From an optimization exercise on the open Yosys and OpenROAD flow, aimed at small area; shortcuts taken in it are not production practice. RTL that was checked went through simulation tests only; none was proved equivalent to the original. Only the layout flow was run in runs 1 and 2; the RTL was not checked for function there.

File: design/flow/run.sh
#!/bin/bash
# synth_recipe.tcl (not shown) runs the flow's synth.tcl, then flattens the netlist and writes it again
# the make line also repeats each setting of config.mk as NAME=value (left out here)
make -C /OpenROAD-flow-scripts/flow DESIGN_CONFIG=/design/flow/config.mk WORK_HOME=/design/flow/orfs CLKGATE_MAP_FILE= SYNTH_SCRIPT=/design/flow/synth_recipe.tcl finish
File: design/flow/config.mk
export PLATFORM = sky130hd
export DESIGN_NAME = CPU
export DESIGN_NICKNAME = CPU
export VERILOG_FILES = /design/flow/design.v
export SDC_FILE = /design/flow/constraint.sdc
export NUM_CORES = 8
export LEC_CHECK = 0
export ABC_AREA = 1
export CAP_MARGIN = 20
export CORE_MARGIN = 2
export CORE_UTILIZATION = 30
export SLEW_MARGIN = 20
File: design/flow/constraint.sdc
create_clock -name core_clock -period 200.0 [get_ports {clk}]
set_input_delay 40.0000 -clock core_clock [delete_from_list [all_inputs] [get_ports {clk}]]
set_output_delay 40.0000 -clock core_clock [all_outputs]
set_load 0.01 [all_outputs]
File: design/flow/design.v
module mc_cneg (
    input  logic [31:0] v,
    input  logic        n,
    output logic [31:0] o
);
    logic [32:0] c;
    assign c[0] = n;
    for (genvar i = 0; i < 32; i++) begin : g
        wire t = v[i] ^ n;
        assign o[i]   = t ^ c[i];
        assign c[i+1] = t & c[i];
    end
endmodule
module mc_add #(parameter W = 32) (
    input  logic [W-1:0] a, b,
    input  logic         ci,
    output logic [W-1:0] s,
    output logic         co
);
    logic [W:0] c;
    assign c[0] = ci;
    for (genvar i = 0; i < W; i++) begin : g
        assign s[i]   = a[i] ^ b[i] ^ c[i];
        assign c[i+1] = (a[i] & b[i]) | (c[i] & (a[i] | b[i]));
    end
    assign co = c[W];
endmodule
module mc_div (
    input  logic [31:0] x, y,
    input  logic        isdiv,    
    output logic [31:0] res
);
    wire sa = x[31], sb = y[31];
    logic [31:0] ua, ub;
    mc_cneg na (.v(x), .n(sa), .o(ua));
    mc_cneg nb (.v(y), .n(sb), .o(ub));
    logic [32:0] hz;
    assign hz[32] = 1'b1;
    for (genvar g = 31; g >= 0; g--) begin : ghz
        assign hz[g] = hz[g+1] & ~ub[g];
    end
    logic [31:0] R [0:31];
    logic [31:0] q;
    for (genvar k = 31; k >= 0; k--) begin : row
        localparam int W = 32 - k;
        logic [W-1:0] rp, d;
        logic [W:0]   c;
        if (W == 1) begin : g1
            assign rp = ua[k];
        end else begin : gn
            assign rp = {R[k+1][W-2:0], ua[k]};
        end
        assign c[0] = 1'b1;
        for (genvar i = 0; i < W; i++) begin : bit_
            wire nb_ = ~ub[i];
            assign d[i]   = rp[i] ^ nb_ ^ c[i];
            assign c[i+1] = (rp[i] & nb_) | (c[i] & (rp[i] | nb_));
        end
        assign q[k] = c[W] & hz[W];
        if (W < 32) begin : gpad
            assign R[k] = {{(32-W){1'b0}}, (q[k] ? d : rp)};
        end else begin : gfull
            assign R[k] = q[k] ? d : rp;
        end
    end
    wire bz = hz[0];
    wire [31:0] sel = isdiv ? q : R[0];
    wire n = isdiv ? ((sa ^ sb) & ~bz) : sa;
    mc_cneg no (.v(sel), .n(n), .o(res));
endmodule
module mc_mul (
    input  logic        clk,
    input  logic [31:0] a, b,
    input  logic        s,
    input  logic        ph1,
    output logic [63:0] p
);
    logic [48:0] mr;    
    logic [32:0] acc [0:15];
    logic [15:0] lsb;
    for (genvar r = 0; r < 16; r++) begin : row
        wire bs = ph1 ? b[r] : b[r+16];
        logic [31:0] pp, A;
        for (genvar i = 0; i < 32; i++) begin : gpp
            if (r < 15) begin : gl
                if (i == 31) begin : gi
                    assign pp[i] = (a[i] & bs) ^ s;
                end else begin : gn
                    assign pp[i] = a[i] & bs;
                end
            end else begin : gl15
                if (i == 31) begin : gi
                    assign pp[i] = (a[i] & bs) ^ (s & ph1);
                end else begin : gn
                    assign pp[i] = (a[i] & bs) ^ (s & ~ph1);
                end
            end
        end
        if (r == 0) begin : ga0
            assign A = ph1 ? 32'b0 : mr[48:17];
        end else if (r == 1) begin : ga1
            assign A = {acc[0][32] | (s & ph1), acc[0][31:1]};
        end else begin : gan
            assign A = acc[r-1][32:1];
        end
        logic [31:0] sum;
        logic        co;
        mc_add #(32) add (.a(A), .b(pp), .ci(1'b0), .s(sum), .co(co));
        assign acc[r] = {co, sum};
        assign lsb[r] = sum[0];
    end
    always_ff @(negedge clk) mr <= {acc[15], lsb};
    assign p = {acc[15][32] ^ s, acc[15][31:1], lsb, mr[15:0]};
endmodule
module CPU (
    input  logic        clk, rst_n,
    output logic [13:0] imem_addr,
    input  logic [31:0] imem_rdata,
    output logic [13:0] dmem_addr,
    output logic [31:0] dmem_wdata,
    output logic        dmem_we,
    input  logic [31:0] dmem_rdata,
    input  logic [7:0]  switches1, switches2, switches3,
    input  logic        bt1, bt2, bt3, bt4, bt5,
    input  logic [4:0]  kb_idx,
    output logic [7:0]  led1_out, led2_out,
    output logic [31:0] seg1_out
);
    wire rst = ~rst_n;
    function automatic [31:0] immgen(input [31:0] i);
        case (i[6:0])
            7'b0010011, 7'b0000011, 7'b1100111: immgen = {{20{i[31]}}, i[31:20]};
            7'b0100011: immgen = {{20{i[31]}}, i[31:25], i[11:7]};
            7'b1100011: immgen = {{19{i[31]}}, i[31], i[7], i[30:25], i[11:8], 1'b0};
            7'b0110111, 7'b0010111: immgen = {i[31:12], 12'b0};
            7'b1101111: immgen = {{11{i[31]}}, i[31], i[19:12], i[20], i[30:21], 1'b0};
            default: immgen = 32'b0;
        endcase
    endfunction
    function automatic [31:0] rom(input [15:0] a);
        case (a)
            16'h0000: rom = 32'hff810113;
            16'h0004: rom = 32'h00512223;
            16'h0008: rom = 32'h00612023;
            16'h000c: rom = 32'h00a00293;
            16'h0010: rom = 32'h02588c63;
            16'h0014: rom = 32'h00100293;
            16'h0018: rom = 32'h04588663;
            16'h001c: rom = 32'h00200293;
            16'h0020: rom = 32'h04588663;
            16'h0024: rom = 32'h00300293;
            16'h0028: rom = 32'h04588663;
            16'h002c: rom = 32'h00500293;
            16'h0030: rom = 32'h00588e63;
            16'h0034: rom = 32'h00600293;
            16'h0038: rom = 32'h00588e63;
            16'h003c: rom = 32'h00700293;
            16'h0040: rom = 32'h00588e63;
            16'h0044: rom = 32'h0380006f;
            16'h0048: rom = 32'h0000006f;
            16'h004c: rom = 32'h0001a503;
            16'h0050: rom = 32'h02c0006f;
            16'h0054: rom = 32'h0041a503;
            16'h0058: rom = 32'h0240006f;
            16'h005c: rom = 32'h0081a503;
            16'h0060: rom = 32'h01c0006f;
            16'h0064: rom = 32'h00a1a623;
            16'h0068: rom = 32'h0140006f;
            16'h006c: rom = 32'h00a1a823;
            16'h0070: rom = 32'h00c0006f;
            16'h0074: rom = 32'h02a1a423;
            16'h0078: rom = 32'h0040006f;
            16'h007c: rom = 32'h00012303;
            16'h0080: rom = 32'h00412283;
            16'h0084: rom = 32'h00810113;
            16'h0088: rom = 32'h10200073;
            default:  rom = 32'h00000000;
        endcase
    endfunction
    function automatic [31:0] rstval(input [4:0] r);
        rstval = (r == 5'd2) ? 32'h00007ffc : (r == 5'd3) ? 32'hffffff00 : 32'h0;
    endfunction
    logic [31:0] pc;
    logic [31:0] d_inst, d_pc, d_ppc;      
    logic        d_pred;
    logic [31:0] e_inst, e_pc, e_d1, e_d2, e_ppc;   
    logic        e_pred;
    logic [31:0] m_alu, m_d2;              
    logic [4:0]  m_rd;
    logic [2:0]  m_op;
    logic        m_we, m_re, m_rw;
    logic [31:0] w_data;                   
    logic [4:0]  w_rd;
    logic        w_rw;
    logic icache_stall, dcache_stall, hz_stall, predict_fail;
    logic [31:0] old_pc;
    logic        old_branch, old_actual;
    logic ph_p, ph_n;
    always_ff @(posedge clk) ph_p <= ~ph_p;
    always_ff @(negedge clk) ph_n <= ph_p;
    wire ph1 = ph_p ^ ph_n;
    logic [15:0] ic_v;
    logic [15:0][9:0]  ic_tag;
    logic [15:0][31:0] ic_dat;
    logic [1:0]  ic_rs;
    wire [3:0] ic_off = pc[5:2];
    wire [9:0] ic_t   = pc[15:6];
    wire unc_i = pc[31:16] == 16'h1c09;
    wire ic_lv = ic_v[ic_off];
    wire ic_hit = ic_lv && ic_tag[ic_off] == ic_t;
    wire [31:0] mem_inst = unc_i ? rom(pc[15:0]) : imem_rdata;
    wire [31:0] inst = (ic_rs == 2'd2 || unc_i) ? mem_inst : (ic_lv ? ic_dat[ic_off] : 32'b0);
    assign icache_stall = !unc_i && !predict_fail && !ic_hit && ic_rs != 2'd3;
    assign imem_addr = pc[15:2];
    always_ff @(negedge clk) ic_rs <= (rst || !icache_stall) ? 2'd0 : ic_rs + 2'd1;
    always_ff @(posedge clk) begin
        if (rst) ic_v <= 16'b0;
        else if (ic_rs == 2'd2) ic_v[ic_off] <= 1'b1;
    end
    always_ff @(posedge clk)
        for (int i = 0; i < 16; i++)
            if (ic_rs == 2'd2 && ic_off == i) begin
                ic_tag[i] <= ic_t;
                ic_dat[i] <= mem_inst;
            end
    logic [31:0] sepc;
    logic        start_flag;
    logic [15:0][1:0]  bht;
    logic [15:0][31:0] ras;
    logic [3:0]  ras_top;
    wire [6:0] opc_i = inst[6:0];
    wire jal_i  = opc_i == 7'b1101111;
    wire jalr_i = opc_i == 7'b1100111;
    wire br_i   = opc_i == 7'b1100011;
    wire jump_i = jal_i | jalr_i;
    wire excp   = opc_i == 7'b1110011;
    wire sret   = excp && inst[31:25] == 7'b0001000;
    wire rs1_is1 = !jal_i && inst[19:15] == 5'd1;
    wire rd_is1  = inst[11:7] == 5'd1;
    wire [31:0] imm_i = immgen(inst);
    wire [31:0] pc4, pcimm;
    wire c_unused0, c_unused1;
    mc_add #(30) inc4 (.a(pc[31:2]), .b(30'd1), .ci(1'b0), .s(pc4[31:2]), .co(c_unused0));
    assign pc4[1:0] = pc[1:0];
    mc_add #(32) addi (.a(pc), .b(imm_i), .ci(1'b0), .s(pcimm), .co(c_unused1));
    wire [1:0] bht_cur = bht[pc[5:2]];
    wire taken_i = bht_cur[1];
    logic        pred_res;
    logic [31:0] tgt0;
    always_comb begin
        if (!start_flag) begin
            pred_res = 1'b0; tgt0 = 32'b0;
        end else if (predict_fail) begin
            pred_res = 1'b0; tgt0 = old_pc;
        end else if (jump_i) begin
            pred_res = 1'b1; tgt0 = rs1_is1 ? ras[ras_top] : pcimm;
        end else if (br_i) begin
            pred_res = taken_i; tgt0 = taken_i ? pcimm : pc4;
        end else begin
            pred_res = 1'b0; tgt0 = pc4;
        end
    end
    wire [31:0] target = excp ? (sret ? sepc : 32'h1c090000) : tgt0;
    wire bp_stall = icache_stall || dcache_stall || hz_stall;
    always_ff @(posedge clk) begin
        if (rst) sepc <= 32'b0;
        else if (excp && !sret) sepc <= pc4;
    end
    always_ff @(posedge clk) start_flag <= !rst;
    wire [3:0] upd = e_pc[5:2];
    always_ff @(posedge clk)
        for (int i = 0; i < 16; i++) begin
            if (rst) bht[i] <= 2'b01;
            else if (old_branch && !bp_stall && upd == i) begin
                if (old_actual) begin
                    if (bht[i] != 2'b11) bht[i] <= bht[i] + 2'b01;
                end else begin
                    if (bht[i] != 2'b00) bht[i] <= bht[i] - 2'b01;
                end
            end
        end
    wire ras_op = start_flag && jump_i && !bp_stall && !predict_fail;
    wire [3:0] ras_up = ras_top + 4'd1;
    always_ff @(posedge clk) begin
        if (rst || !start_flag) ras_top <= 4'd0;
        else if (ras_op) begin
            if (rd_is1) ras_top <= ras_up;
            else if (rs1_is1) ras_top <= ras_top - 4'd1;
        end
    end
    always_ff @(posedge clk)
        for (int i = 0; i < 16; i++) begin
            if (rst) ras[i] <= 32'b0;
            else if (ras_op && rd_is1 && ras_up == i) ras[i] <= pc4;
        end
    always_ff @(posedge clk) begin
        if (rst) pc <= 32'b0;
        else if (!(hz_stall || icache_stall || dcache_stall)) pc <= target;
    end
    always_ff @(posedge clk) begin
        if (rst || (icache_stall && !dcache_stall && !hz_stall) || predict_fail) begin
            d_inst <= 32'b0; d_pc <= 32'b0; d_pred <= 1'b0; d_ppc <= 32'b0;
        end else if (!(dcache_stall || hz_stall)) begin
            d_inst <= inst; d_pc <= pc; d_pred <= pred_res; d_ppc <= target;
        end
    end
    wire [4:0] d_rs1 = d_inst[19:15];
    wire [4:0] d_rs2 = d_inst[24:20];
    wire [4:0] e_rd  = e_inst[11:7];
    wire e_load = e_inst[6:0] == 7'b0000011;
    assign hz_stall = e_load && (e_rd == d_rs1 || e_rd == d_rs2);
    logic rst_neg;                 
    always_ff @(negedge clk) rst_neg <= rst;
    logic [31:1][31:0] rf;
    wire w_wr = w_rw && w_rd != 5'd0;
    always_ff @(posedge clk)
        for (int i = 1; i < 32; i++) begin
            if (rst_neg) rf[i] <= rstval(i[4:0]);
            else if (w_wr && w_rd == i) rf[i] <= w_data;
        end
    wire [31:0][31:0] regs = {rf, 32'b0};
    wire [4:0]  raddr = ph1 ? d_rs1 : d_rs2;
    wire [31:0] rport = regs[raddr];
    wire [31:0] rval  = (w_wr && w_rd == raddr) ? w_data : rport;
    logic [31:0] r1tmp;
    always_ff @(negedge clk) r1tmp <= rst ? rstval(d_rs1) : rval;
    wire [31:0] r2val = rst_neg ? rstval(d_rs2) : rval;
    always_ff @(posedge clk) begin
        if (rst || ((hz_stall || predict_fail) && !dcache_stall)) begin
            e_inst <= 32'b0; e_pc <= 32'b0; e_d1 <= 32'b0; e_d2 <= 32'b0;
            e_pred <= 1'b0; e_ppc <= 32'b0;
        end else if (!dcache_stall) begin
            e_inst <= d_inst; e_pc <= d_pc; e_d1 <= r1tmp; e_d2 <= r2val;
            e_pred <= d_pred; e_ppc <= d_ppc;
        end
    end
    logic [3:0] aluop;
    logic [2:0] bruop, memop;
    logic [1:0] alusrc;
    logic jalr_e, memwrite, memread, regwrite;
    wire [6:0] opc = e_inst[6:0];
    wire [2:0] f3  = e_inst[14:12];
    wire [6:0] f7  = e_inst[31:25];
    always_comb begin
        aluop = 4'd3; bruop = 3'd0; memop = 3'd0; alusrc = 2'd0;
        jalr_e = 1'b0; memwrite = 1'b0; memread = 1'b0; regwrite = 1'b0;
        case (opc)
            7'b0110011: begin
                regwrite = 1'b1;
                if (f7 == 7'h01) begin
                    case (f3)
                        3'd0: aluop = 4'd10;
                        3'd1: aluop = 4'd11;
                        3'd2: aluop = 4'd12;
                        3'd3: aluop = 4'd13;
                        3'd4: aluop = 4'd14;
                        3'd6: aluop = 4'd15;
                        default: aluop = 4'd0;
                    endcase
                end else begin
                    case (f3)
                        3'd0: aluop = (f7 == 7'h20) ? 4'd4 : 4'd3;
                        3'd1: aluop = 4'd5;
                        3'd2: aluop = 4'd8;
                        3'd3: aluop = 4'd9;
                        3'd4: aluop = 4'd2;
                        3'd5: aluop = (f7 == 7'h20) ? 4'd7 : 4'd6;
                        3'd6: aluop = 4'd1;
                        default: aluop = 4'd0;
                    endcase
                end
            end
            7'b0010011: begin
                regwrite = 1'b1; alusrc = 2'd1;
                case (f3)
                    3'd0: aluop = 4'd3;
                    3'd1: aluop = 4'd5;
                    3'd2: aluop = 4'd8;
                    3'd3: aluop = 4'd9;
                    3'd4: aluop = 4'd2;
                    3'd5: aluop = (f7 == 7'h20) ? 4'd7 : 4'd6;
                    3'd6: aluop = 4'd1;
                    default: aluop = 4'd0;
                endcase
            end
            7'b0000011: begin
                alusrc = 2'd1; memread = 1'b1; regwrite = 1'b1;
                case (f3)
                    3'd0: memop = 3'd0;
                    3'd1: memop = 3'd1;
                    3'd2: memop = 3'd2;
                    3'd4: memop = 3'd3;
                    3'd5: memop = 3'd4;
                    default: memop = 3'd0;
                endcase
            end
            7'b0100011: begin
                alusrc = 2'd1; memwrite = 1'b1;
                case (f3)
                    3'd0: memop = 3'd5;
                    3'd1: memop = 3'd6;
                    3'd2: memop = 3'd7;
                    default: memop = 3'd0;
                endcase
            end
            7'b1100011: begin
                case (f3)
                    3'd0: bruop = 3'd1;
                    3'd1: bruop = 3'd2;
                    3'd4: bruop = 3'd3;
                    3'd5: bruop = 3'd4;
                    3'd6: bruop = 3'd5;
                    3'd7: bruop = 3'd6;
                    default: bruop = 3'd0;
                endcase
            end
            7'b1100111: begin bruop = 3'd7; jalr_e = 1'b1; alusrc = 2'd1; regwrite = 1'b1; end
            7'b1101111: begin bruop = 3'd7; alusrc = 2'd2; regwrite = 1'b1; end
            7'b0110111: begin alusrc = 2'd1; regwrite = 1'b1; end
            7'b0010111: begin alusrc = 2'd3; regwrite = 1'b1; end
            7'b1110011: begin end
            default: aluop = 4'd0;
        endcase
    end
    wire [31:0] imm = immgen(e_inst);
    wire [4:0] e_rs1 = e_inst[19:15];
    wire [4:0] e_rs2 = e_inst[24:20];
    logic [31:0] mem_addr;
    wire fa_m = m_rw && m_rd != 5'd0 && m_rd == e_rs1;
    wire fa_w = !fa_m && w_wr && w_rd == e_rs1;
    wire fb_m = m_rw && m_rd != 5'd0 && m_rd == e_rs2;
    wire fb_w = !fb_m && w_wr && w_rd == e_rs2;
    wire [31:0] s1r = fa_m ? mem_addr : fa_w ? w_data : e_d1;
    wire [31:0] s2r = fb_m ? mem_addr : fb_w ? w_data : e_d2;
    wire [31:0] s1c = fa_m ? m_alu : fa_w ? w_data : e_d1;
    wire [31:0] s2c = fb_m ? m_alu : fb_w ? w_data : e_d2;
    wire [31:0] bx = s1r ^ s2r;
    wire beq = bx == 32'b0;
    logic [31:0] bd;
    logic bco;
    mc_add #(32) bcmp (.a(s1r), .b(~s2r), .ci(1'b1), .s(bd), .co(bco));
    wire bltu = !bco;
    wire blt  = (s1r[31] ^ s2r[31]) ? s1r[31] : bd[31];
    always_comb begin
        case (bruop)
            3'd1: old_actual = beq;
            3'd2: old_actual = !beq;
            3'd3: old_actual = blt;
            3'd4: old_actual = !blt;
            3'd5: old_actual = bltu;
            3'd6: old_actual = !bltu;
            3'd7: old_actual = 1'b1;
            default: old_actual = 1'b0;
        endcase
    end
    assign old_branch = bruop != 3'd0;
    wire [31:0] ta = (old_actual && jalr_e) ? s1r : e_pc;
    wire [31:0] tb = old_actual ? imm : 32'd4;
    wire c_unused2;
    mc_add #(32) tadd (.a(ta), .b(tb), .ci(1'b0), .s(old_pc), .co(c_unused2));
    assign predict_fail = (old_actual != e_pred) || (old_branch && e_ppc != old_pc);
    wire [31:0] x = alusrc[1] ? e_pc : s1c;
    logic [31:0] y;
    always_comb begin
        case (alusrc)
            2'd0: y = s2c;
            2'd2: y = 32'd4;
            default: y = imm;
        endcase
    end
    wire is_sub = aluop == 4'd4 || aluop == 4'd8 || aluop == 4'd9;
    logic [31:0] asum;
    logic aco;
    mc_add #(32) aadd (.a(x), .b(y ^ {32{is_sub}}), .ci(is_sub), .s(asum), .co(aco));
    wire slt  = (x[31] ^ y[31]) ? x[31] : asum[31];
    wire sltu = !aco;
    wire sh_left = aluop == 4'd5;
    logic [31:0] xr, shr;
    for (genvar i = 0; i < 32; i++) begin : grev
        assign xr[i] = x[31-i];
    end
    wire [31:0] shin = sh_left ? xr : x;
    wire shfill = (aluop == 4'd7) & x[31];
    wire [32:0] shr33 = $signed({shfill, shin}) >>> y[4:0];
    assign shr = shr33[31:0];
    logic [31:0] shl;
    for (genvar i = 0; i < 32; i++) begin : grev2
        assign shl[i] = shr[31-i];
    end
    logic [63:0] prod;
    mc_mul mul (.clk(clk), .a(s1c), .b(s2c), .s(aluop == 4'd11), .ph1(ph1), .p(prod));
    logic [31:0] dres;
    mc_div div (.x(s1c), .y(s2c), .isdiv(aluop == 4'd14), .res(dres));
    logic [31:0] alu_res;
    always_comb begin
        case (aluop)
            4'd0:  alu_res = x & y;
            4'd1:  alu_res = x | y;
            4'd2:  alu_res = x ^ y;
            4'd3, 4'd4: alu_res = asum;
            4'd5:  alu_res = shl;
            4'd6, 4'd7: alu_res = shr;
            4'd8:  alu_res = {31'b0, slt};
            4'd9:  alu_res = {31'b0, sltu};
            4'd10: alu_res = prod[31:0];
            4'd11, 4'd12, 4'd13: alu_res = prod[63:32];
            default: alu_res = dres;
        endcase
    end
    always_ff @(posedge clk) begin
        if (rst) begin
            m_alu <= 32'b0; m_d2 <= 32'b0; m_rd <= 5'b0; m_op <= 3'b0;
            m_we <= 1'b0; m_re <= 1'b0; m_rw <= 1'b0;
        end else if (!dcache_stall) begin
            m_alu <= alu_res; m_d2 <= s2c; m_rd <= e_rd; m_op <= memop;
            m_we <= memwrite; m_re <= memread; m_rw <= regwrite;
        end
    end
    logic [15:0] dc_v, dc_dt;
    logic [15:0][9:0]  dc_tag;
    logic [15:0][31:0] dc_dat;
    logic [2:0]  cs;             
    logic        od;             
    logic [9:0]  otag;
    logic [31:0] odata;
    wire [3:0] off = m_alu[5:2];
    wire [9:0] tg  = m_alu[15:6];
    wire unc = m_alu[19:16] == 4'hf;
    wire lv = dc_v[off];
    wire [9:0] ltag = dc_tag[off];
    wire [31:0] ldat = dc_dat[off];
    wire hit = lv && ltag == tg;
    wire wbn = od && otag != tg;
    wire acc_ = m_re || m_we;
    assign dcache_stall = !unc && acc_ && (cs != (wbn ? 3'd4 : 3'd2)) && (!hit || wbn);
    wire cs2 = cs == 3'd2;
    wire io = m_alu[31:16] == 16'hffff;
    logic [31:0] io_data;
    always_comb begin
        case (m_alu)
            32'hffffff00: io_data = {24'b0, switches1};
            32'hffffff04: io_data = {24'b0, switches2};
            32'hffffff08: io_data = {24'b0, switches3};
            32'hffffff14: io_data = {31'b0, bt1};
            32'hffffff18: io_data = {31'b0, bt2};
            32'hffffff1c: io_data = {31'b0, bt3};
            32'hffffff20: io_data = {31'b0, bt4};
            32'hffffff24: io_data = {31'b0, bt5};
            32'hffffff2c: io_data = {31'b0, kb_idx[4]};
            32'hffffff30: io_data = {28'b0, kb_idx[3:0]};
            default:      io_data = 32'b0;
        endcase
    end
    wire [31:0] mem_data = io ? io_data : dmem_rdata;
    wire [31:0] rin = (cs2 || unc) ? mem_data : ldat;
    logic [31:0] rout;
    always_comb begin
        case (m_op)
            3'd2: rout = rin;
            3'd1: rout = m_alu[1] ? {{16{rin[31]}}, rin[31:16]} : {{16{rin[15]}}, rin[15:0]};
            3'd4: rout = {16'b0, m_alu[1] ? rin[31:16] : rin[15:0]};
            3'd3: case (m_alu[1:0])
                      2'd0: rout = {24'b0, rin[7:0]};
                      2'd1: rout = {24'b0, rin[15:8]};
                      2'd2: rout = {24'b0, rin[23:16]};
                      default: rout = {24'b0, rin[31:24]};
                  endcase
            3'd0: case (m_alu[1:0])
                      2'd0: rout = {{24{rin[7]}}, rin[7:0]};
                      2'd1: rout = {{24{rin[15]}}, rin[15:8]};
                      2'd2: rout = {{24{rin[23]}}, rin[23:16]};
                      default: rout = {{24{rin[31]}}, rin[31:24]};
                  endcase
            3'd7: rout = m_d2;
            3'd6: rout = m_alu[1] ? {m_d2[15:0], rin[15:0]} : {rin[31:16], m_d2[15:0]};
            default: case (m_alu[1:0])
                      2'd0: rout = {rin[31:8], m_d2[7:0]};
                      2'd1: rout = {rin[31:16], m_d2[7:0], rin[7:0]};
                      2'd2: rout = {rin[31:24], m_d2[7:0], rin[15:0]};
                      default: rout = {m_d2[7:0], rin[23:0]};
                  endcase
        endcase
    end
    wire cweb = (acc_ && cs2) || (m_we && hit && cs == 3'd0);
    wire [31:0] cwdata = (m_re && cs2) ? mem_data : rout;
    always_ff @(negedge clk) begin
        if (rst || !dcache_stall) begin
            cs <= 3'd0; od <= 1'b0;
        end else begin
            cs <= cs + 3'd1;
            if (cs == 3'd0) od <= lv & dc_dt[off];
        end
        if (cs == 3'd0) begin
            otag  <= lv ? ltag : 10'b0;
            odata <= ldat;
        end
    end
    always_ff @(posedge clk) begin
        if (rst) dc_v <= 16'b0;
        else if (cweb) dc_v[off] <= 1'b1;
    end
    always_ff @(posedge clk)
        for (int i = 0; i < 16; i++)
            if (cweb && off == i) begin
                dc_dt[i]  <= m_we;
                dc_tag[i] <= tg;
                dc_dat[i] <= cwdata;
            end
    always_comb begin
        case (cs)
            3'd0, 3'd1: mem_addr = m_alu;
            3'd2, 3'd3: mem_addr = {16'b0, otag, m_alu[5:0]};
            default:    mem_addr = 32'b0;
        endcase
    end
    assign dmem_addr  = mem_addr[15:2];
    assign dmem_we    = (cs2 && wbn) || cs == 3'd3;
    assign dmem_wdata = odata;
    logic [7:0]  led1, led2;
    logic [31:0] seg1;
    always_ff @(posedge clk) begin
        if (rst) begin
            led1 <= 8'b0; led2 <= 8'b0; seg1 <= 32'b0;
        end else begin
            if (m_alu == 32'hffffff0c) led1 <= m_d2[7:0];
            if (m_alu == 32'hffffff10) led2 <= m_d2[7:0];
            if (m_alu == 32'hffffff28) seg1 <= m_d2;
        end
    end
    assign led1_out = led1;
    assign led2_out = led2;
    assign seg1_out = seg1;
    always_ff @(posedge clk) begin
        if (rst) begin
            w_data <= 32'b0; w_rd <= 5'b0; w_rw <= 1'b0;
        end else if (!dcache_stall) begin
            w_data <= m_re ? rout : m_alu; w_rd <= m_rd; w_rw <= m_rw;
        end
    end
endmodule
==> impl_summary.txt, run 1 <==
----------------------------------------------------
[Synthesis]
  Number of nets produced by synthesis ... 25,024
  Largest area contributor in the synthesized netlist ... sky130_fd_sc_hd__dfxtp_1
  Most common cell in the synthesized netlist ... sky130_fd_sc_hd__o21ai_0
  Proportion of netlist area held by the largest area contributor ... 21.7%
  Post-synthesis adder-cell area fraction ... 12.9%
  Fraction of synthesis flops using an asynchronous set or reset pin ... 0%
  Synth warnings ... 5
  Number of register bits inferred by synthesis ... 3,547
  Top FF cell, synth ... sky130_fd_sc_hd__dfxtp_1
  Share of cell area taken by muxes after synthesis ... 0.199%
  Synth Area in XOR/XNOR ... 1.18%
  Most common library cells after synthesis ... 3,597 x sky130_fd_sc_hd__o21ai_0, 2,967 x sky130_fd_sc_hd__nor2_1, 2,902 x sky130_fd_sc_hd__nand2_1, 2,145 x sky130_fd_sc_hd__dfxtp_1, 2,105 x sky130_fd_sc_hd__inv_1
  Share of the synthesized area in compound gates (AO/OA/AOI/OAI) ... 20.1%
  Post-synthesis instance total ... 23,519
  Cells taking the most area after synthesis ... sky130_fd_sc_hd__dfxtp_1 22%, sky130_fd_sc_hd__edfxtp_1 21%, sky130_fd_sc_hd__fa_1 11%
  Sequential area share after synthesis ... 43.1%
  Synthesized area divided by synthesized cell count ... 8.40 sq um
  Number of different library cells in the post-synthesis netlist ... 75
  Simple-gate share of the synthesized area ... 14.7%
  Netlist Area Pre-Place ... 197,000 sq um
  Number of synthesized flops with an enable pin ... 1,402
  Main combinational cell family by area after synthesis ... compound AO/OA/AOI/OAI gates

[Floorplanning]
  Total core area ... 657,000 sq um
  I/O pin total ... 209
  Horizontal die dimension ... 815 microns
  Initial cell density of the core ... 30.0%
  Num rows ... 298
  Full die area ... 665,000 sq um
  Chip height ... 815 microns

[Run status]
  SO Viols ... negative setup slack
  Run status ... finished with violations

[Clocking]
  Sinks on the clock net ... 3,547
  Clock latency at the later pin of the worst-skew pair ... 1.07 ns
  Hold buffers post-CTS ... 0
  Clock tree from TritonCTS ... built
  Number of CTS-inserted buffers ... 374
  Clock-pin slew reported for the worst setup and hold paths after clock tree synthesis ... 0.06 ns
  H-tree levels ... 5
  CTS Root Cell ... sky130_fd_sc_hd__clkbuf_16
  Largest buffer count on any clock path ... 4

[STA]
  Number of max-slew violations in the final report ... 0
  Slew at the pin closest to its max-slew limit ... 1.25 ns
  Final Hold Violating Endpoints ... 0
  Minimum clock period ... 200.96 ns
  Total negative setup slack ... -3.27 ns
  Highest achievable clock rate ... 0.00498 GHz
  Final critical-path setup slack ... -0.959 ns
  Setup repair after global routing missed its margin ... true
  Worst rel slew slack ... 16.1%
  Final worst path period share ... 100%
  Final setup skew ... 0.160 ns
  Number of endpoints failing setup at the final stage ... 6

[Routing]
  Remaining antenna violation count after routing ... 0
  Number of search-and-repair iterations in the first detailed-routing pass ... 8
  Via density per instance ... 5.34
  Via count ... 175,143
  Routed Wire Length ... 791,000 microns
  Wire length per cell after detailed routing ... 24.1 microns
  Detailed-route DRC error count ... 0
  Detailed Route Iter0 Violations ... 20,566

[GRT]
  Maximum number of pins on one net before global-route repair ... 243
  Number of antenna violations at the first check in global routing ... 67
  Vias in the first global route ... 165,972
  Wire length of the first global-routing pass ... 1,150,000 microns
  Total routing usage reported by global routing ... 22.8%
  Overflow left after global routing ... 0

[Placement]
  Number of buffers added on ports ... 208
  Sum of net half-perimeters after detailed placement ... 530,000 microns
  Final weighted congestion of routability-driven global placement ... 0.996

[Job]
  Number of max-cap violations ... 0

[Critical path]
  Startpoint kind of the worst setup timing path ... register
  Crit end category ... register
  Depth of the worst register-to-register path ... 791
  Maximum cell stage delay along the critical path ... 0.41 ns
  R2R Path End ... m_alu[31]
  Worst Setup Path Type ... reg -> reg
  Launching point of the worst reg2reg path ... e_inst[21]
  Critical path's slowest cell ... sky130_fd_sc_hd__fa_2
  Number of logic stages on the critical path including buffering ... 933
  Setup slack of the worst register-to-register path ... -0.96 ns
  Launch point of the worst path ... e_inst[21]
  Crit path required time ... 200.84 ns
  Bufs and invs on worst path ... 127
  Largest delay share family, worst path ... adder cells
  Worst Path Max Fanout ... 7
  Endpoint of the most critical setup path ... m_alu[31]
  Arrival time reported for the critical path endpoint ... 201.80 ns
  Crit-path most repeated cell ... sky130_fd_sc_hd__fa_2

[Min path]
  Startpoint of the lowest-slack hold path ... ph_p
  Hold Path Stages ... 1
  Hold EP ... ph_p
  Hold/Removal Path Class ... reg -> reg

[Finish]
  Final-stage net count ... 25,255
  Final core area utilization ... 35.0%
  Area growth syn-to-layout ... 16.6%
  Layout cell share with drive strength beyond 1 ... 13.3%

----------------------------------------------------
## cell type report
class | count | area [sq um]
Inverter | 2159 | 8210
Antenna cell | 32 | 80.1
Tap cell | 8700 | 10900
Clock buffer | 526 | 10800
Multi-Input combinational cell | 15993 | 101000
Clock inverter | 292 | 2130
Sequential cell | 3547 | 85100
Timing Repair Buffer | 1545 | 12500
Fill cell | 67646 | 427000
## logic make-up after synthesis
family | count (synthesis)
flip-flops | 3547
AO/OA/AOI/OAI | 7195
XOR/XNOR | 266
adder cells (fa/ha/maj) | 1405
AND/OR/NAND/NOR | 7089
multiplexers | 38
buffers and inverters | 3979
## layer usage
layer | wire [microns] | vias to the layer above | global-route usage [%] | part of all wire [%]
met4 | 41200 | 32 | 10.3 | 5.2
met1 | 330000 | 86092 | 30.8 | 42
met5 | 195 | - | 0 | 0.025
met3 | 71800 | 1452 | 4.54 | 9.1
met2 | 347000 | 7846 | 35.1 | 44
li1 | - | 79721 | - | -
## placed cells by master, fill, tap and decap left out, types with 247 or more instances in the layout
cell / instances
sky130_fd_sc_hd__dfxtp_1: 2132
sky130_fd_sc_hd__nand2_1: 2860
sky130_fd_sc_hd__ha_1: 260
sky130_fd_sc_hd__fa_1: 589
sky130_fd_sc_hd__inv_1: 2116
sky130_fd_sc_hd__edfxtp_1: 1402
sky130_fd_sc_hd__a21oi_1: 1998
sky130_fd_sc_hd__buf_4: 1299
sky130_fd_sc_hd__o22ai_1: 585
sky130_fd_sc_hd__o21ai_0: 3504
sky130_fd_sc_hd__clkbuf_16: 388
sky130_fd_sc_hd__a31oi_1: 247
sky130_fd_sc_hd__nand3_1: 744
sky130_fd_sc_hd__nor2_1: 2889
sky130_fd_sc_hd__fa_2: 466
## sequential cells by signal, indices dropped and copies added, names as in the netlist, 48 cells and up
signal  flops
rf        992
mul.mr     48
ras       512
ic_dat    512
dc_tag    160
dc_dat    512
ic_tag    160
## timing repair
item,CTS,global route
setup buffers,6,41
endpoints found under the setup margin,32,32
cloned,1,0
pin swaps,19,150
gates resized for setup,44,228
## metrics by stage
step / worst slack [ns] / instances / hold WS (ns) / area (sq um)
finish: -0.959 / 32794 / 0.402 / 230000
global placement: -3.10 / 31893 / 0.379 / 216000
detailed placement: -4.65 / 31895 / 0.387 / 216000
global route: -7.58 / 32766 / 0.414 / 230000
floorplan: -0.472 / 23519 / 0.370 / 199000
CTS: -3.97 / 32719 / 0.402 / 229000
==> run 2: changes to the inputs <==
--- a/design/flow/design.v
+++ b/design/flow/design.v
@@ -26,4 +26,52 @@
     assign co = c[W];
 endmodule
+module mc_sub #(parameter int W = 8, parameter int FB = 8, parameter int B = 8) (
+    input  logic [W-1:0] a, b,
+    output logic [W-1:0] d,
+    output logic         co
+);
+    if (W <= FB) begin : grip
+        logic [W:0] c;
+        assign c[0] = 1'b1;
+        for (genvar i = 0; i < W; i++) begin : g
+            wire nb = ~b[i];
+            assign d[i]   = a[i] ^ nb ^ c[i];
+            assign c[i+1] = (a[i] & nb) | (c[i] & (a[i] | nb));
+        end
+        assign co = c[W];
+    end else begin : gblk
+        localparam int NB = (W - FB + B - 1) / B;     
+        logic [NB:0] cb;                              
+        logic [FB:0] c;
+        assign c[0] = 1'b1;
+        for (genvar i = 0; i < FB; i++) begin : g0
+            wire nb = ~b[i];
+            assign d[i]   = a[i] ^ nb ^ c[i];
+            assign c[i+1] = (a[i] & nb) | (c[i] & (a[i] | nb));
+        end
+        assign cb[0] = c[FB];
+        for (genvar k = 0; k < NB; k++) begin : gb
+            localparam int LO = FB + k * B;
+            localparam int HI = (LO + B < W) ? LO + B : W;
+            localparam int N  = HI - LO;
+            logic [N:0] cc;
+            logic [N-1:0] s0;
+            logic [N:0] ic;
+            assign cc[0] = 1'b0;
+            for (genvar i = 0; i < N; i++) begin : g
+                wire nb = ~b[LO+i];
+                assign s0[i]   = a[LO+i] ^ nb ^ cc[i];
+                assign cc[i+1] = (a[LO+i] & nb) | (cc[i] & (a[LO+i] | nb));
+            end
+            assign ic[0] = cb[k];
+            for (genvar i = 0; i < N; i++) begin : gi
+                assign d[LO+i]  = s0[i] ^ ic[i];
+                assign ic[i+1] = s0[i] & ic[i];
+            end
+            assign cb[k+1] = cc[N] | (cb[k] & (&s0));
+        end
+        assign co = cb[NB];
+    end
+endmodule
 module mc_div (
     input  logic [31:0] x, y,
@@ -33,17 +81,24 @@
     wire sa = x[31], sb = y[31];
     logic [31:0] ua, ub;
-    mc_cneg na (.v(x), .n(sa), .o(ua));
+    for (genvar i = 0; i < 32; i++) begin : gabs
+        if (i == 0) begin : g0
+            assign ua[i] = x[i];
+        end else begin : gn
+            assign ua[i] = x[i] ^ (sa & (|x[i-1:0]));
+        end
+    end
     mc_cneg nb (.v(y), .n(sb), .o(ub));
     logic [32:0] hz;
     assign hz[32] = 1'b1;
-    for (genvar g = 31; g >= 0; g--) begin : ghz
-        assign hz[g] = hz[g+1] & ~ub[g];
+    for (genvar w = 1; w < 32; w++) begin : ghz
+        assign hz[w] = sb ? ((&y[31:w]) & (|y[w-1:0])) : ~(|y[31:w]);
     end
+    assign hz[0] = ~(|y);
     logic [31:0] R [0:31];
     logic [31:0] q;
+    logic [31:0] rp0, d0;      
     for (genvar k = 31; k >= 0; k--) begin : row
         localparam int W = 32 - k;
         logic [W-1:0] rp, d;
-        logic [W:0]   c;
         if (W == 1) begin : g1
             assign rp = ua[k];
@@ -51,21 +106,28 @@
             assign rp = {R[k+1][W-2:0], ua[k]};
         end
-        assign c[0] = 1'b1;
-        for (genvar i = 0; i < W; i++) begin : bit_
-            wire nb_ = ~ub[i];
-            assign d[i]   = rp[i] ^ nb_ ^ c[i];
-            assign c[i+1] = (rp[i] & nb_) | (c[i] & (rp[i] | nb_));
-        end
-        assign q[k] = c[W] & hz[W];
+        logic co;
+        mc_sub #(.W(W), .FB(22), .B(10)) sub (.a(rp), .b(ub[W-1:0]), .d(d), .co(co));
+        assign q[k] = co & hz[W];
         if (W < 32) begin : gpad
             assign R[k] = {{(32-W){1'b0}}, (q[k] ? d : rp)};
         end else begin : gfull
             assign R[k] = q[k] ? d : rp;
+            assign rp0 = rp;
+            assign d0  = d;
+        end
+    end
+    wire negq = (sa ^ sb) & ~hz[0];
+    logic [31:0] qr, rr;
+    for (genvar i = 0; i < 32; i++) begin : gout
+        if (i == 0) begin : g0
+            assign qr[i] = q[i];
+            assign rr[i] = R[0][i];
+        end else begin : gn
+            wire t = q[0] ? (|d0[i-1:0]) : (|rp0[i-1:0]);
+            assign qr[i] = q[i] ^ (negq & (|q[i-1:0]));
+            assign rr[i] = R[0][i] ^ (sa & t);
         end
     end
-    wire bz = hz[0];
-    wire [31:0] sel = isdiv ? q : R[0];
-    wire n = isdiv ? ((sa ^ sb) & ~bz) : sa;
-    mc_cneg no (.v(sel), .n(n), .o(res));
+    assign res = isdiv ? qr : rr;
 endmodule
 module mc_mul (
@@ -214,8 +276,7 @@
     assign imem_addr = pc[15:2];
     always_ff @(negedge clk) ic_rs <= (rst || !icache_stall) ? 2'd0 : ic_rs + 2'd1;
-    always_ff @(posedge clk) begin
-        if (rst) ic_v <= 16'b0;
-        else if (ic_rs == 2'd2) ic_v[ic_off] <= 1'b1;
-    end
+    always_ff @(posedge clk)
+        for (int i = 0; i < 16; i++)
+            if (rst || (ic_rs == 2'd2 && ic_off == i)) ic_v[i] <= !rst;
     always_ff @(posedge clk)
         for (int i = 0; i < 16; i++)
@@ -263,21 +324,15 @@
     wire [31:0] target = excp ? (sret ? sepc : 32'h1c090000) : tgt0;
     wire bp_stall = icache_stall || dcache_stall || hz_stall;
-    always_ff @(posedge clk) begin
-        if (rst) sepc <= 32'b0;
-        else if (excp && !sret) sepc <= pc4;
-    end
+    always_ff @(posedge clk)
+        if (rst || (excp && !sret)) sepc <= rst ? 32'b0 : pc4;
     always_ff @(posedge clk) start_flag <= !rst;
     wire [3:0] upd = e_pc[5:2];
+    wire [1:0] bht_old = bht[upd];
+    wire [1:0] bht_new = old_actual ? ((bht_old == 2'b11) ? 2'b11 : bht_old + 2'b01)
+                                    : ((bht_old == 2'b00) ? 2'b00 : bht_old - 2'b01);
+    wire bht_we = old_branch && !bp_stall;
     always_ff @(posedge clk)
-        for (int i = 0; i < 16; i++) begin
-            if (rst) bht[i] <= 2'b01;
-            else if (old_branch && !bp_stall && upd == i) begin
-                if (old_actual) begin
-                    if (bht[i] != 2'b11) bht[i] <= bht[i] + 2'b01;
-                end else begin
-                    if (bht[i] != 2'b00) bht[i] <= bht[i] - 2'b01;
-                end
-            end
-        end
+        for (int i = 0; i < 16; i++)
+            if (rst || (bht_we && upd == i)) bht[i] <= rst ? 2'b01 : bht_new;
     wire ras_op = start_flag && jump_i && !bp_stall && !predict_fail;
     wire [3:0] ras_up = ras_top + 4'd1;
@@ -289,18 +344,19 @@
         end
     end
+    wire [31:0] ras_d = rst ? 32'b0 : pc4;
     always_ff @(posedge clk)
-        for (int i = 0; i < 16; i++) begin
-            if (rst) ras[i] <= 32'b0;
-            else if (ras_op && rd_is1 && ras_up == i) ras[i] <= pc4;
-        end
-    always_ff @(posedge clk) begin
-        if (rst) pc <= 32'b0;
-        else if (!(hz_stall || icache_stall || dcache_stall)) pc <= target;
-    end
+        for (int i = 0; i < 16; i++)
+            if (rst || (ras_op && rd_is1 && ras_up == i)) ras[i] <= ras_d;
+    always_ff @(posedge clk)
+        if (rst || !(hz_stall || icache_stall || dcache_stall)) pc <= rst ? 32'b0 : target;
+    wire d_clr = rst || (icache_stall && !dcache_stall && !hz_stall) || predict_fail;
+    wire d_ld  = !(dcache_stall || hz_stall);
     always_ff @(posedge clk) begin
-        if (rst || (icache_stall && !dcache_stall && !hz_stall) || predict_fail) begin
-            d_inst <= 32'b0; d_pc <= 32'b0; d_pred <= 1'b0; d_ppc <= 32'b0;
-        end else if (!(dcache_stall || hz_stall)) begin
-            d_inst <= inst; d_pc <= pc; d_pred <= pred_res; d_ppc <= target;
+        if (d_clr || d_ld) begin
+            d_inst <= d_clr ? 32'b0 : inst;
+            d_pred <= d_clr ? 1'b0 : pred_res;
+        end
+        if (d_ld) begin
+            d_pc <= pc; d_ppc <= target;
         end
     end
@@ -314,9 +370,9 @@
     logic [31:1][31:0] rf;
     wire w_wr = w_rw && w_rd != 5'd0;
+    wire [31:0] rf_d = rst_neg ? 32'b0 : w_data;
     always_ff @(posedge clk)
-        for (int i = 1; i < 32; i++) begin
-            if (rst_neg) rf[i] <= rstval(i[4:0]);
-            else if (w_wr && w_rd == i) rf[i] <= w_data;
-        end
+        for (int i = 1; i < 32; i++)
+            if (rst_neg || (w_wr && w_rd == i))
+                rf[i] <= (i == 2 || i == 3) ? (rst_neg ? rstval(i[4:0]) : w_data) : rf_d;
     wire [31:0][31:0] regs = {rf, 32'b0};
     wire [4:0]  raddr = ph1 ? d_rs1 : d_rs2;
@@ -326,11 +382,14 @@
     always_ff @(negedge clk) r1tmp <= rst ? rstval(d_rs1) : rval;
     wire [31:0] r2val = rst_neg ? rstval(d_rs2) : rval;
+    wire e_clr = rst || ((hz_stall || predict_fail) && !dcache_stall);
+    wire e_ld  = !dcache_stall;
     always_ff @(posedge clk) begin
-        if (rst || ((hz_stall || predict_fail) && !dcache_stall)) begin
-            e_inst <= 32'b0; e_pc <= 32'b0; e_d1 <= 32'b0; e_d2 <= 32'b0;
-            e_pred <= 1'b0; e_ppc <= 32'b0;
-        end else if (!dcache_stall) begin
-            e_inst <= d_inst; e_pc <= d_pc; e_d1 <= r1tmp; e_d2 <= r2val;
-            e_pred <= d_pred; e_ppc <= d_ppc;
+        if (e_clr || e_ld) begin
+            e_inst <= e_clr ? 32'b0 : d_inst;
+            e_pred <= e_clr ? 1'b0 : d_pred;
+            e_d1   <= e_clr ? 32'b0 : r1tmp;
+        end
+        if (e_ld) begin
+            e_pc <= d_pc; e_d2 <= r2val; e_ppc <= d_ppc;
         end
     end
@@ -509,10 +568,10 @@
     end
     always_ff @(posedge clk) begin
-        if (rst) begin
-            m_alu <= 32'b0; m_d2 <= 32'b0; m_rd <= 5'b0; m_op <= 3'b0;
-            m_we <= 1'b0; m_re <= 1'b0; m_rw <= 1'b0;
-        end else if (!dcache_stall) begin
-            m_alu <= alu_res; m_d2 <= s2c; m_rd <= e_rd; m_op <= memop;
-            m_we <= memwrite; m_re <= memread; m_rw <= regwrite;
+        if (rst || !dcache_stall) begin
+            m_alu <= rst ? 32'b0 : alu_res;
+            m_we <= !rst && memwrite; m_re <= !rst && memread; m_rw <= !rst && regwrite;
+        end
+        if (!dcache_stall) begin
+            m_d2 <= s2c; m_rd <= e_rd; m_op <= memop;
         end
     end
@@ -596,8 +655,7 @@
         end
     end
-    always_ff @(posedge clk) begin
-        if (rst) dc_v <= 16'b0;
-        else if (cweb) dc_v[off] <= 1'b1;
-    end
+    always_ff @(posedge clk)
+        for (int i = 0; i < 16; i++)
+            if (rst || (cweb && off == i)) dc_v[i] <= !rst;
     always_ff @(posedge clk)
         for (int i = 0; i < 16; i++)
@@ -619,12 +677,9 @@
     logic [7:0]  led1, led2;
     logic [31:0] seg1;
+    wire [31:0] io_wd = rst ? 32'b0 : m_d2;
     always_ff @(posedge clk) begin
-        if (rst) begin
-            led1 <= 8'b0; led2 <= 8'b0; seg1 <= 32'b0;
-        end else begin
-            if (m_alu == 32'hffffff0c) led1 <= m_d2[7:0];
-            if (m_alu == 32'hffffff10) led2 <= m_d2[7:0];
-            if (m_alu == 32'hffffff28) seg1 <= m_d2;
-        end
+        if (rst || m_alu == 32'hffffff0c) led1 <= io_wd[7:0];
+        if (rst || m_alu == 32'hffffff10) led2 <= io_wd[7:0];
+        if (rst || m_alu == 32'hffffff28) seg1 <= io_wd;
     end
     assign led1_out = led1;
@@ -632,8 +687,7 @@
     assign seg1_out = seg1;
     always_ff @(posedge clk) begin
-        if (rst) begin
-            w_data <= 32'b0; w_rd <= 5'b0; w_rw <= 1'b0;
-        end else if (!dcache_stall) begin
-            w_data <= m_re ? rout : m_alu; w_rd <= m_rd; w_rw <= m_rw;
+        if (rst || !dcache_stall) w_rw <= !rst && m_rw;
+        if (!dcache_stall) begin
+            w_data <= m_re ? rout : m_alu; w_rd <= m_rd;
         end
     end
--- a/design/flow/config.mk
+++ b/design/flow/config.mk
@@ -9,4 +9,6 @@
 export CAP_MARGIN = 20
 export CORE_MARGIN = 2
-export CORE_UTILIZATION = 30
+export CORE_UTILIZATION = 55
+export CTS_BUF_LIST = sky130_fd_sc_hd__clkbuf_4 sky130_fd_sc_hd__clkbuf_8
+export PLACE_DENSITY = 0.65
 export SLEW_MARGIN = 20
==> run 2 against run 1 <==
Against the previous run: now clean on timing, DRC and antenna; via count decreased by 14%; worst hold slack got worse by 0.017 ns; critical endpoint is now m_alu[31]; highest routed layer unchanged.
==> impl_summary.txt, run 2 <==
----------------------------------------------------
[Clocking]
  Clock latency at the later pin of the worst-skew pair ... 1.25 ns
  CTS Root Cell ... sky130_fd_sc_hd__clkbuf_8
  Sinks on the clock net ... 3,547
  H-tree levels ... 6
  Clock tree from TritonCTS ... built
  Clock-pin slew reported for the worst setup and hold paths after clock tree synthesis ... 0.06 ns
  Largest buffer count on any clock path ... 4
  Number of CTS-inserted buffers ... 574

[Placement]
  Sum of net half-perimeters after detailed placement ... 482,000 microns
  Final weighted congestion of routability-driven global placement ... 1.08
  Placed cell count ... 23,658
  Number of buffers added on ports ... 208

[Synthesis]
  Number of register bits inferred by synthesis ... 3,547
  Netlist Area Pre-Place ... 194,000 sq um
  Sequential area share after synthesis ... 54.5%
  Post-synthesis instance total ... 18,209
  Synthesized area divided by synthesized cell count ... 10.6 sq um
  Number of different library cells in the post-synthesis netlist ... 77
  Number of nets produced by synthesis ... 19,692
  Cells taking the most area after synthesis ... sky130_fd_sc_hd__edfxtp_1 54%, sky130_fd_sc_hd__fa_1 11%, sky130_fd_sc_hd__o21ai_0 5.3%
  Fraction of synthesis flops using an asynchronous set or reset pin ... 0%
  Number of synthesized flops with an enable pin ... 3,453
  Proportion of netlist area held by the largest area contributor ... 53.5%
  Top FF cell, synth ... sky130_fd_sc_hd__edfxtp_1
  Most common library cells after synthesis ... 3,453 x sky130_fd_sc_hd__edfxtp_1, 2,522 x sky130_fd_sc_hd__nand2_1, 2,418 x sky130_fd_sc_hd__nor2_1, 2,048 x sky130_fd_sc_hd__o21ai_0, 1,437 x sky130_fd_sc_hd__inv_1
  Synth warnings ... 5
  Largest area contributor in the synthesized netlist ... sky130_fd_sc_hd__edfxtp_1
  Most common cell in the synthesized netlist ... sky130_fd_sc_hd__edfxtp_1

[Floorplanning]
  Horizontal die dimension ... 597 microns
  Initial cell density of the core ... 55.3%
  Total core area ... 350,000 sq um
  Num rows ... 217
  I/O pin total ... 209
  Chip height ... 597 microns
  Full die area ... 357,000 sq um

[STA]
  Final worst path period share ... 96.0%
  Number of endpoints failing setup at the final stage ... 0
  Worst rel slew slack ... 12.7%
  Final setup skew ... 0.254 ns
  Highest achievable clock rate ... 0.00521 GHz
  Final Hold Slack ... 0.385 ns
  Slew at the pin closest to its max-slew limit ... 1.30 ns
  Final Hold Violating Endpoints ... 0
  Number of max-slew violations in the final report ... 0
  Minimum clock period ... 192.07 ns

[Finish]
  Fillcell total ... 28,224
  Most common cell after layout, fill and taps aside ... sky130_fd_sc_hd__edfxtp_1
  Reg with most FFs ... rf
  Final-stage net count ... 21,259
  Layout cell share with drive strength beyond 1 ... 17.5%
  Area growth syn-to-layout ... 16.0%
  Flip-flop count of the largest register, all copies and words added ... 992
  Top library cells by usage in the layout, fill and taps aside ... 3,453 x sky130_fd_sc_hd__edfxtp_1, 2,506 x sky130_fd_sc_hd__nand2_1, 2,329 x sky130_fd_sc_hd__nor2_1
  Non-filler instance count after layout ... 24,826

[Critical path]
  Arrival time reported for the critical path endpoint ... 192.96 ns
  Worst Setup Path Type ... reg -> reg
  Crit path required time ... 200.90 ns
  Crit-path most repeated cell ... sky130_fd_sc_hd__fa_2
  Launching point of the worst reg2reg path ... w_rd[2]
  Depth of the worst register-to-register path ... 738
  Maximum cell stage delay along the critical path ... 0.46 ns
  Critical path's slowest cell ... sky130_fd_sc_hd__fa_1
  Bufs and invs on worst path ... 125
  Worst Path Max Fanout ... 12
  Startpoint kind of the worst setup timing path ... register
  Crit end category ... register
  R2R Path End ... m_alu[31]
  Endpoint of the most critical setup path ... m_alu[31]
  Setup slack of the worst register-to-register path ... 7.93 ns
  Number of logic stages on the critical path including buffering ... 946
  Largest delay share family, worst path ... adder cells
  Launch point of the worst path ... w_rd[2]

[GRT]
  Vias in the first global route ... 145,181
  Overflow left after global routing ... 0
  Wire length of the first global-routing pass ... 1,000,000 microns
  Total routing usage reported by global routing ... 38.6%
  Number of antenna violations at the first check in global routing ... 42
  Maximum number of pins on one net before global-route repair ... 194

[Job]
  Number of max-cap violations ... 0

[Routing]
  Detailed-route DRC error count ... 0
  Wire length per cell after detailed routing ... 28.1 microns
  Remaining antenna violation count after routing ... 0
  Detailed Route Iter0 Violations ... 19,726
  Number of search-and-repair iterations in the first detailed-routing pass ... 8
  Via density per instance ... 6.08
  Routed Wire Length ... 697,000 microns
  Via count ... 150,866

[Min path]
  Hold/Removal Path Class ... reg -> reg
  Hold EP ... e_ppc[14]
  Startpoint of the lowest-slack hold path ... d_ppc[14]
  Hold Path Stages ... 0

[Run status]
  Run status ... complete, no violations

----------------------------------------------------
==> run 2: cell type report <==
class | count | area (sq um) | area share, %
Antenna cell | 12 | 30.0 | 0.0134
Clock buffer | 772 | 9450 | 4.20
Clock inverter | 373 | 2430 | 1.08
Inverter | 1502 | 5680 | 2.53
Multi-Input combinational cell | 12128 | 80600 | 35.9
Sequential cell | 3547 | 106000 | 47.0
Tap cell | 4599 | 5750 | 2.56
Timing Repair Buffer | 1893 | 15200 | 6.78
==> run 2: kinds of logic (layout without fill, tap and decap cells) <==
logic type      Yosys count  after routing  share of synthesized area (%)
buf+inv                2534           4540                           5.06
xor+xnor                280            280                           1.27
other cells               0             12                              0
mux                      24             24                          0.125
flops                  3547           3547                           54.5
fa+ha+maj              1383           1383                           13.0
compound gates         3962           3962                           11.9
simple gates           6479           6479                           14.1
==> run 2: layer usage <==
layer  GRT usage [%]  up-vias  routed length [microns]
met5               0        -                      175
met1            55.1    74377                   284000
li1                -    66633                        -
met3            8.15     1412                    74400
met2            57.6     8422                   306000
met4            16.3       22                    33300
==> run 2: timing repair <==
| item | CTS | global route |
|---|---|---|
| hold buffers | 0 | 0 |
| setup buffers | 3 | 1 |
| gates cloned | 0 | 2 |
| resized for setup | 123 | 156 |
| endpoints found under the setup margin | 32 | 32 |
| pin swaps | 4 | 16 |
==> run 2: through the flow <==
| stage | setup TNS [ns] | setup WS, ns | area [sq um] | utilization, % |
|---|---|---|---|---|
| floorplan | 0 | 0.0177 | 194000 | - |
| global placement | -126.63 | -5.20 | 212000 | 60.5 |
| detailed placement | -183.00 | -6.98 | 212000 | 60.5 |
| CTS | 0 | 0.0614 | 224000 | 64.0 |
| global route | -0.0243 | -0.0243 | 225000 | 64.2 |
| finish | 0 | 7.93 | 225000 | 64.2 |
==> run 3: changes to the inputs <==
--- a/design/flow/design.v
+++ b/design/flow/design.v
@@ -75,6 +75,8 @@
 endmodule
 module mc_div (
+    input  logic        clk,
     input  logic [31:0] x, y,
     input  logic        isdiv,    
+    input  logic        ph1,
     output logic [31:0] res
 );
@@ -95,36 +97,40 @@
     end
     assign hz[0] = ~(|y);
-    logic [31:0] R [0:31];
-    logic [31:0] q;
+    logic [31:0] dr;           
+    logic [31:0] R [0:15];
+    logic [15:0] q;
     logic [31:0] rp0, d0;      
-    for (genvar k = 31; k >= 0; k--) begin : row
-        localparam int W = 32 - k;
+    for (genvar r = 0; r < 16; r++) begin : row
+        localparam int W = r + 17;
         logic [W-1:0] rp, d;
-        if (W == 1) begin : g1
-            assign rp = ua[k];
+        wire nbit = ph1 ? ua[31-r] : ua[15-r];
+        if (r == 0) begin : g0
+            assign rp = {(ph1 ? 16'b0 : dr[31:16]), nbit};
         end else begin : gn
-            assign rp = {R[k+1][W-2:0], ua[k]};
+            assign rp = {R[r-1][W-2:0], nbit};
         end
         logic co;
-        mc_sub #(.W(W), .FB(22), .B(10)) sub (.a(rp), .b(ub[W-1:0]), .d(d), .co(co));
-        assign q[k] = co & hz[W];
+        mc_sub #(.W(W), .FB(11), .B(8)) sub (.a(rp), .b(ub[W-1:0]), .d(d), .co(co));
+        assign q[15-r] = co & hz[W];
         if (W < 32) begin : gpad
-            assign R[k] = {{(32-W){1'b0}}, (q[k] ? d : rp)};
+            assign R[r] = {{(32-W){1'b0}}, (q[15-r] ? d : rp)};
         end else begin : gfull
-            assign R[k] = q[k] ? d : rp;
+            assign R[r] = q[15-r] ? d : rp;
             assign rp0 = rp;
             assign d0  = d;
         end
     end
+    always_ff @(negedge clk) dr <= {R[15][15:0], q};
+    wire [31:0] qa = {dr[15:0], q};
     wire negq = (sa ^ sb) & ~hz[0];
     logic [31:0] qr, rr;
     for (genvar i = 0; i < 32; i++) begin : gout
         if (i == 0) begin : g0
-            assign qr[i] = q[i];
-            assign rr[i] = R[0][i];
+            assign qr[i] = qa[i];
+            assign rr[i] = R[15][i];
         end else begin : gn
-            wire t = q[0] ? (|d0[i-1:0]) : (|rp0[i-1:0]);
-            assign qr[i] = q[i] ^ (negq & (|q[i-1:0]));
-            assign rr[i] = R[0][i] ^ (sa & t);
+            wire t = qa[0] ? (|d0[i-1:0]) : (|rp0[i-1:0]);
+            assign qr[i] = qa[i] ^ (negq & (|qa[i-1:0]));
+            assign rr[i] = R[15][i] ^ (sa & t);
         end
     end
@@ -550,5 +556,5 @@
     mc_mul mul (.clk(clk), .a(s1c), .b(s2c), .s(aluop == 4'd11), .ph1(ph1), .p(prod));
     logic [31:0] dres;
-    mc_div div (.x(s1c), .y(s2c), .isdiv(aluop == 4'd14), .res(dres));
+    mc_div div (.clk(clk), .x(s1c), .y(s2c), .isdiv(aluop == 4'd14), .ph1(ph1), .res(dres));
     logic [31:0] alu_res;
     always_comb begin
==> run 3 against run 2 <==
Against the previous run: still clean; cell count fell by 6.4%; critical endpoint is now div.dr[23]; routed wire length fell by 2.7%; largest cell class unchanged; non-clock buffer count fell by 1209.
==> impl_summary.txt, run 3 <==
----------------------------------------------------
[Run status]
  Run status ... complete, no violations

[Synthesis]
  Number of different library cells in the post-synthesis netlist ... 76
  Simple-gate share of the synthesized area ... 13.3%
  Number of synthesized flops with an enable pin ... 3,453
  Most common library cells after synthesis ... 3,453 x sky130_fd_sc_hd__edfxtp_1, 2,455 x sky130_fd_sc_hd__nand2_1, 2,308 x sky130_fd_sc_hd__nor2_1, 2,072 x sky130_fd_sc_hd__o21ai_0, 1,339 x sky130_fd_sc_hd__inv_1
  Post-synthesis instance total ... 17,792
  Synthesized area divided by synthesized cell count ... 10.7 sq um
  Netlist Area Pre-Place ... 191,000 sq um
  Most common cell in the synthesized netlist ... sky130_fd_sc_hd__edfxtp_1
  Main combinational cell family by area after synthesis ... simple AND/OR/NAND/NOR gates
  Largest area contributor in the synthesized netlist ... sky130_fd_sc_hd__edfxtp_1
  Proportion of netlist area held by the largest area contributor ... 54.2%
  Synth Area in XOR/XNOR ... 1.11%
  Number of nets produced by synthesis ... 19,276
  Cells taking the most area after synthesis ... sky130_fd_sc_hd__edfxtp_1 54%, sky130_fd_sc_hd__fa_1 9.6%, sky130_fd_sc_hd__o21ai_0 5.4%
  Share of cell area taken by muxes after synthesis ... 0.0582%
  Sequential area share after synthesis ... 55.5%
  Top FF cell, synth ... sky130_fd_sc_hd__edfxtp_1
  Fraction of synthesis flops using an asynchronous set or reset pin ... 0%
  Share of the synthesized area in compound gates (AO/OA/AOI/OAI) ... 12.5%
  Synth warnings ... 5
  Number of register bits inferred by synthesis ... 3,579
  Post-synthesis adder-cell area fraction ... 12.7%

[STA]
  Final setup skew ... 0.242 ns
  Final Hold Violating Endpoints ... 0
  Total negative setup slack ... 0 ns
  Number of max-slew violations in the final report ... 0
  Number of endpoints failing setup at the final stage ... 0
  Slew at the pin closest to its max-slew limit ... 1.37 ns
  Final Hold Slack ... 0.319 ns
  Worst rel slew slack ... 8.59%
  Setup repair after global routing missed its margin ... false
  Final critical-path setup slack ... 5.37 ns

[Routing]
  Detailed Route Iter0 Violations ... 19,555
  Number of search-and-repair iterations in the first detailed-routing pass ... 6
  Via count ... 146,109
  Wire length per cell after detailed routing ... 29.2 microns
  Remaining antenna violation count after routing ... 0
  Via density per instance ... 6.29
  Routed Wire Length ... 678,000 microns
  Detailed-route DRC error count ... 0

[Critical path]
  Largest delay share family, worst path ... adder cells
  Critical path's slowest cell ... sky130_fd_sc_hd__edfxtp_1
  Maximum cell stage delay along the critical path ... 0.50 ns
  Startpoint kind of the worst setup timing path ... register
  Crit path required time ... 100.97 ns
  Crit end category ... register
  Worst Path Max Fanout ... 59
  Arrival time reported for the critical path endpoint ... 95.60 ns
  Bufs and invs on worst path ... 56
  Crit-path most repeated cell ... sky130_fd_sc_hd__fa_1
  Worst Setup Path Type ... reg -> reg

[Job]
  Number of max-cap violations ... 0

[Min path]
  Hold/Removal Path Class ... reg -> reg

[Clocking]
  H-tree levels ... 6
  Clock-pin slew reported for the worst setup and hold paths after clock tree synthesis ... 0.06 ns
  Hold buffers post-CTS ... 0
  Sinks on the clock net ... 3,579
  Number of CTS-inserted buffers ... 589
  Largest buffer count on any clock path ... 4
  Clock tree from TritonCTS ... built
  CTS Root Cell ... sky130_fd_sc_hd__clkbuf_8
  Clock latency at the later pin of the worst-skew pair ... 1.26 ns

[GRT]
  Overflow left after global routing ... 0
  Maximum number of pins on one net before global-route repair ... 202
  Total routing usage reported by global routing ... 37.8%
  Vias in the first global route ... 138,518
  Number of antenna violations at the first check in global routing ... 38
  Wire length of the first global-routing pass ... 971,000 microns

[Placement]
  DP Worst Slack ... 4.64 ns
  Placed cell count ... 22,003
  Number of buffers added on ports ... 208
  Sum of net half-perimeters after detailed placement ... 455,000 microns
  Final weighted congestion of routability-driven global placement ... 1.12

[Finish]
  Flip-flop count of the largest register, all copies and words added ... 992
  Final-stage net count ... 19,668
  Reg with most FFs ... rf
  Area growth syn-to-layout ... 11.1%
  Layout cell share with drive strength beyond 1 ... 10.2%
  Most common cell after layout, fill and taps aside ... sky130_fd_sc_hd__edfxtp_1
  Non-filler instance count after layout ... 23,239
  Top library cells by usage in the layout, fill and taps aside ... 3,453 x sky130_fd_sc_hd__edfxtp_1, 2,446 x sky130_fd_sc_hd__nand2_1, 2,247 x sky130_fd_sc_hd__nor2_1

[Floorplanning]
  Initial cell density of the core ... 55.2%
  I/O pin total ... 209
  Horizontal die dimension ... 594 microns
  Full die area ... 352,000 sq um
  Chip height ... 594 microns
  Total core area ... 346,000 sq um
  Num rows ... 216

----------------------------------------------------
-- run 3: routing by layer --
metal / routed length (microns) / vias to the layer above / part of all wire (%) / global-route usage, %
li1: - / 63344 / - / -
met1: 263000 / 71997 / 39 / 51.8
met2: 296000 / 8951 / 44 / 56.0
met3: 78300 / 1791 / 12 / 9.29
met4: 41000 / 26 / 6.0 / 19.6
met5: 390 / - / 0.057 / 0.284
-- run 3: timing repair --
action / in CTS / in global routing
resized for setup: 0 / 8
setup buffers: 0 / 1
endpoints found under the setup margin: 0 / 17
-- run 3: stage by stage --
stage,utilization (%),cell area (sq um)
global placement,57.7,200000
floorplan,-,191000
detailed placement,57.7,200000
global route,61.3,212000
finish,61.3,212000
CTS,61.3,212000
-- run 3: cells by family (layout without fill, tap and decap cells) --
kind of cell / count (synthesis) / after routing
buffers and inverters: 2423 / 3265
XOR/XNOR: 242 / 242
AND/OR/NAND/NOR: 6079 / 6080
adder cells (fa/ha/maj): 1384 / 1384
flip-flops: 3579 / 3579
AO/OA/AOI/OAI: 4074 / 4074
multiplexers: 11 / 11
other: 0 / 26
-- run 3: final timing paths --
check / start / end / slack, ns / cells after the start
setup reg to reg: w_rd[3] / div.dr[23] / 5.37 / 361
hold / removal: d_ppc[18] / e_ppc[18] / 0.32 / 0
setup / recovery: w_rd[3] / div.dr[23] / 5.37 / 361
hold reg to reg: d_ppc[18] / e_ppc[18] / 0.32 / 0
-- run 3: cell type report --
| class | instances | area, sq um |
|---|---|---|
| antenna | 26 | 65.1 |
| clock buffer | 802 | 9810 |
| inverter | 1377 | 5210 |
| sequential | 3579 | 106000 |
| fill | 28603 | 134000 |
| tap | 4578 | 5730 |
| multi-input combinational | 11791 | 77100 |
| clock inverter | 402 | 2530 |
| timing repair buffer | 684 | 5740 |
-- run 3: worst register-to-register path: cells and delay by family, from the launching register on --
family / cells / cell delay (ns)
adder cells (fa/ha/maj): 160 / 65.22
AND/OR/NAND/NOR: 99 / 12.05
AO/OA/AOI/OAI: 46 / 8.58
buffers and inverters: 56 / 8.24
flip-flops: 1 / 0.50
